Source: an optimization exercise on an open RTL-to-GDS flow (aim: small area, a short achievable clock period and few clock cycles). Production flows keep margins and buffers that such runs may drop.
Only simulation tests tie the RTL to the original design; equivalence was not proved.
Power figures rest on the tool's default switching activity, not on a simulated workload.

## the baseline
// fnn_imgclsfctn
module fnn_imgclsfctn (
    input          clk,
    input          reset,
    input  [27:0]  input_image,
    output         nxt_inp,
    output [3:0]   outp,
    output         outp_valid,
    output [9:0]   w_addr,
    input  [159:0] w_data
);
Size in the first run: about 2500 cells after synthesis, ~210 I/O pins.
==> module hidden_layer, before the edit <==
module hidden_layer (
    input              clk,
    input              clr,
    input              add,
    input      [159:0] w,          
    input      [3:0]   sel,
    output     [15:0]  h_out
);
    reg [159:0] acc;
    reg [49:0]  cy;                
    integer j, n;
    reg [15:0] a, b;
    reg [4:0]  c, co;
    reg [15:0] s;
    reg        t;
    always @(posedge clk) begin
        for (j = 0; j < 10; j = j + 1) begin
            a = clr ? 16'd0 : acc[16*j +: 16];
            b = add ? w[16*j +: 16] : 16'd0;
            c = clr ? 5'd0 : cy[5*j +: 5];
            t = 1'b0;
            for (n = 0; n < 16; n = n + 1) begin
                if (n % 3 == 0 && n > 0) begin
                    co[n/3 - 1] = t;
                    t = c[n/3 - 1];
                end
                s[n] = a[n] ^ b[n] ^ t;
                t = (a[n] & b[n]) | (t & (a[n] ^ b[n]));
            end
            acc[16*j +: 16] <= s;
            cy[5*j +: 5] <= co;
        end
    end
    integer m;
    reg [15:0] hs;
    reg [4:0]  cs;
    always @(*) begin
        hs = 16'd0;
        cs = 5'd0;
        for (m = 0; m < 10; m = m + 1)
            if (sel == m) begin
                hs = hs | acc[16*m +: 16];
                cs = cs | cy[5*m +: 5];
            end
    end
    assign h_out = hs + {cs[4], 2'd0, cs[3], 2'd0, cs[2], 2'd0, cs[1], 2'd0, cs[0], 3'd0};
endmodule
==> module fnn_imgclsfctn, before the edit <==
module fnn_imgclsfctn (
    input          clk,
    input          reset,
    input  [27:0]  input_image,
    output         nxt_inp,
    output [3:0]   outp,
    output         outp_valid,
    output [9:0]   w_addr,
    input  [159:0] w_data
);
    localparam S_INIT = 2'd3;   
    localparam S_B   = 2'd0;    
    localparam S_PIX = 2'd1;    
    localparam S_OUT = 2'd2;    
    reg [1:0]  state;
    reg [3:0]  kcnt;            
    reg [3:0]  icnt;            
    reg [27:0] cur;
    reg [9:0]  base;            
    reg [4:0]  rows;            
    reg        take;
    reg [9:0]  addr_r;
    reg        t0_bias, t0_pix, t0_c, t0_last;
    reg [3:0]  k0, i0;
    assign nxt_inp = take;
    assign w_addr  = addr_r;
    reg [4:0] col;
    integer b;
    always @(*) begin
        col = 5'd0;
        for (b = 27; b >= 0; b = b - 1)
            if (cur[b]) col = b[4:0];
    end
    wire        have = (cur != 28'd0);
    wire        pop  = (state == S_PIX) && have;
    wire [27:0] rem  = pop ? (cur & (cur - 28'd1)) : cur;
    wire        pix_done = (state == S_PIX) && (rem == 28'd0) && (rows == 5'd28);
    reg [1:0]  state_n;
    reg [4:0]  rows_n;
    reg [27:0] cur_n;
    always @(*) begin
        state_n = state;
        case (state)
            S_INIT:  state_n = S_B;
            S_B:     state_n = S_PIX;
            S_PIX:   if (pix_done) state_n = S_OUT;
            S_OUT:   if (icnt == 4'd10 && kcnt == 4'd9) state_n = S_B;
        endcase
        rows_n = pix_done ? 5'd0 : take ? rows + 5'd1 : rows;
        cur_n = take ? input_image : rem;
    end
    wire rem_le1 = ((rem & (rem - 28'd1)) == 28'd0);
    wire take_n = !take && (rows_n != 5'd28) &&
                  ((state == S_INIT) || (rem == 28'd0) || (rem_le1 && state_n == S_PIX));
    always @(posedge clk or posedge reset) begin
        if (reset) begin
            state <= S_INIT;
            kcnt <= 4'd0;
            icnt <= 4'd0;
            rows <= 5'd0;
            take <= 1'b0;
            t0_bias <= 1'b0;
            t0_pix <= 1'b0;
            t0_c <= 1'b0;
            t0_last <= 1'b0;
        end else begin
            state <= state_n;
            rows <= rows_n;
            take <= take_n;
            t0_bias <= (state == S_B);
            t0_pix <= pop;
            t0_c <= (state == S_OUT) && (icnt == 4'd0);
            t0_last <= (state == S_OUT) && (icnt == 4'd10);
            if (state == S_OUT) begin
                if (icnt == 4'd10) begin
                    icnt <= 4'd0;
                    kcnt <= (kcnt == 4'd9) ? 4'd0 : kcnt + 4'd1;
                end else
                    icnt <= icnt + 4'd1;
            end
        end
    end
    always @(posedge clk) begin
        cur <= cur_n;
        if (take)
            base <= (rows == 5'd0) ? 10'd0 : base + 10'd28;
        case (state)
            S_PIX:   addr_r <= base + {5'd0, col};
            S_OUT:   addr_r <= (icnt == 4'd0) ? 10'd795 : 10'd784 + {6'd0, icnt};
            default: addr_r <= 10'd784;
        endcase
        k0 <= kcnt;
        i0 <= icnt - 4'd1;
    end
    reg       t1_bias, t1_pix, t1_c, t1_last;
    reg [3:0] k1, i1;
    always @(posedge clk or posedge reset) begin
        if (reset) begin
            t1_bias <= 1'b0;
            t1_pix <= 1'b0;
            t1_c <= 1'b0;
            t1_last <= 1'b0;
        end else begin
            t1_bias <= t0_bias;
            t1_pix <= t0_pix;
            t1_c <= t0_c;
            t1_last <= t0_last;
        end
    end
    always @(posedge clk) begin
        k1 <= k0;
        i1 <= i0;
    end
    wire [15:0]  h_val;
    wire [15:0]  node_val;
    wire [3:0]   node_k;
    wire         node_en;
    hidden_layer u_hidden (
        .clk(clk),
        .clr(t1_bias),
        .add(t1_bias | t1_pix),
        .w(w_data),
        .sel(i1),
        .h_out(h_val)
    );
    output_layer u_output (
        .clk(clk),
        .reset(reset),
        .c_in(t1_c),
        .last_in(t1_last),
        .k_in(k1),
        .w(w_data),
        .hidden_in(h_val),
        .node_val(node_val),
        .node_k(node_k),
        .node_en(node_en)
    );
    hardmax u_hardmax (
        .clk(clk),
        .reset(reset),
        .en(node_en),
        .val(node_val),
        .k(node_k),
        .max_index(outp),
        .max_done(outp_valid)
    );
endmodule
Settings: LEC_CHECK=0, CAP_MARGIN=20, CORE_MARGIN=2, CORE_UTILIZATION=60, CTS_CLUSTER_DIAMETER=100, CTS_CLUSTER_SIZE=20, SLEW_MARGIN=20; clock period 24.0 ns.
standard.sh (not shown) runs the stock make flow with config.mk's settings and CLKGATE_MAP_FILE= SYNTH_SCRIPT=/design/flow/synth_recipe.tcl, a recipe that flattens the netlist after the stock synthesis.
==> flow/flow/run.sh <==
#!/bin/bash
# The standard layout, with each port buffered by a buf_2 instead of the
# resizer's default choice (clkdlybuf4s50_1, larger and slower).
set -o pipefail
bash standard.sh "BUFFER_PORTS_ARGS=-buffer_cell sky130_fd_sc_hd__buf_2" finish > standard.log 2>&1
Looking at the reports, the baseline completed the entire flow and the layout it produced met the timing, design-rule and antenna checks.
Testbench counts of the baseline, summed over its fixed seeds: cycles 13,736.
> inputs changed (the baseline -> the candidate)
diff --git a/flow/design.v b/flow/design.v
--- a/flow/design.v
+++ b/flow/design.v
@@ -6,29 +6,28 @@
     input      [3:0]   sel,
     output     [15:0]  h_out
 );
-    reg [159:0] acc;
-    reg [49:0]  cy;                
+    reg [159:0] nacc;              
+    reg [49:0]  ncy;               
     integer j, n;
-    reg [15:0] a, b;
-    reg [4:0]  c, co;
-    reg [15:0] s;
-    reg        t;
+    reg [15:0] na, nb, ns;         
+    reg [4:0]  nci, nco;           
+    reg        nt;                 
     always @(posedge clk) begin
         for (j = 0; j < 10; j = j + 1) begin
-            a = clr ? 16'd0 : acc[16*j +: 16];
-            b = add ? w[16*j +: 16] : 16'd0;
-            c = clr ? 5'd0 : cy[5*j +: 5];
-            t = 1'b0;
+            na = nacc[16*j +: 16] | {16{clr}};
+            nb = ~(w[16*j +: 16] & {16{add}});
+            nci = ncy[5*j +: 5] | {5{clr}};
+            nt = 1'b1;
             for (n = 0; n < 16; n = n + 1) begin
                 if (n % 3 == 0 && n > 0) begin
-                    co[n/3 - 1] = t;
-                    t = c[n/3 - 1];
+                    nco[n/3 - 1] = nt;
+                    nt = nci[n/3 - 1];
                 end
-                s[n] = a[n] ^ b[n] ^ t;
-                t = (a[n] & b[n]) | (t & (a[n] ^ b[n]));
+                ns[n] = na[n] ^ nb[n] ^ nt;
+                nt = (na[n] & nb[n]) | (na[n] & nt) | (nb[n] & nt);
             end
-            acc[16*j +: 16] <= s;
-            cy[5*j +: 5] <= co;
+            nacc[16*j +: 16] <= ns;
+            ncy[5*j +: 5] <= nco;
         end
     end
     integer m;
@@ -39,8 +38,8 @@
         cs = 5'd0;
         for (m = 0; m < 10; m = m + 1)
             if (sel == m) begin
-                hs = hs | acc[16*m +: 16];
-                cs = cs | cy[5*m +: 5];
+                hs = hs | ~nacc[16*m +: 16];
+                cs = cs | ~ncy[5*m +: 5];
             end
     end
     assign h_out = hs + {cs[4], 2'd0, cs[3], 2'd0, cs[2], 2'd0, cs[1], 2'd0, cs[0], 3'd0};
@@ -158,11 +157,13 @@
     reg [27:0] cur;
     reg [9:0]  base;            
     reg [4:0]  rows;            
-    reg        take;
+    reg        take_o;          
+    reg        ntake;           
+    wire       take = !ntake;
     reg [9:0]  addr_r;
     reg        t0_bias, t0_pix, t0_c, t0_last;
     reg [3:0]  k0, i0;
-    assign nxt_inp = take;
+    assign nxt_inp = take_o;
     assign w_addr  = addr_r;
     reg [4:0] col;
     integer b;
@@ -198,7 +199,8 @@
             kcnt <= 4'd0;
             icnt <= 4'd0;
             rows <= 5'd0;
-            take <= 1'b0;
+            take_o <= 1'b0;
+            ntake <= 1'b1;
             t0_bias <= 1'b0;
             t0_pix <= 1'b0;
             t0_c <= 1'b0;
@@ -206,7 +208,8 @@
         end else begin
             state <= state_n;
             rows <= rows_n;
-            take <= take_n;
+            take_o <= take_n;
+            ntake <= !take_n;
             t0_bias <= (state == S_B);
             t0_pix <= pop;
             t0_c <= (state == S_OUT) && (icnt == 4'd0);
## What came out
- Going from the baseline to the candidate, the fraction of area in multi-input gates was found to have gone up by 1.2 points.
- Routed wire length was higher in the run labelled the baseline.
- There was hardly any difference in sequential power between the baseline and the candidate.
- Re worst max-slew margin expressed relative to the limit: the baseline and the candidate aren't equal, and the lower value belongs to the candidate.
- From the baseline to the candidate the numbers moved as follows: maximum frequency held steady; peak ir drop on the vdd network shrank by 1.0%.
- The candidate does worse than the baseline on clock period minus final worst setup slack.
- Summary of the candidate over the baseline: power drawn by the combinational cells increased about 9%, global-route usage over all layers went up, count of standard-cell rows went down 1, clock-net power about even.
- Looking at antenna cell count, the candidate sits 7 above the baseline.
- On clock-pin slew reported for the worst setup and hold paths after clock tree synthesis, the baseline and the candidate are basically level.
- Of the baseline and the candidate, the run reporting the lower overall die area was the candidate.
Testbench counts of the candidate, summed over its fixed seeds: cycles 13,736.

## static timing again, ports no longer ideal
Ports are ideal in the flow. The routed layouts listed here were re-timed in OpenROAD.
Step 1 assumes that a clkbuf_16 drives the clock port and a buf_2 every other input.
Step 2 adds t to the input delays and takes it off the output delays; t is the mean of the earliest and latest rising clock arrival at the registers after step 1. Input paths then give back, and output paths get back, about the clock's delay inside the block.
a / b / c = no drivers / after step 1 / after step 2; a / b = the first two.
run | t (ns) | setup WS [ns] | slew at the worst register clock pin (ns)
the baseline | 0.627 | 18.039 / 17.981 / 17.506 | 0.09 / 0.09
the candidate | 0.617 | 18.024 / 18.036 / 17.437 | 0.09 / 0.09
After both steps every run listed still meets setup and hold. For the candidate, which loses most, drivers alone change the setup slack by +0.012 ns; drivers and shift together by -0.587 ns.
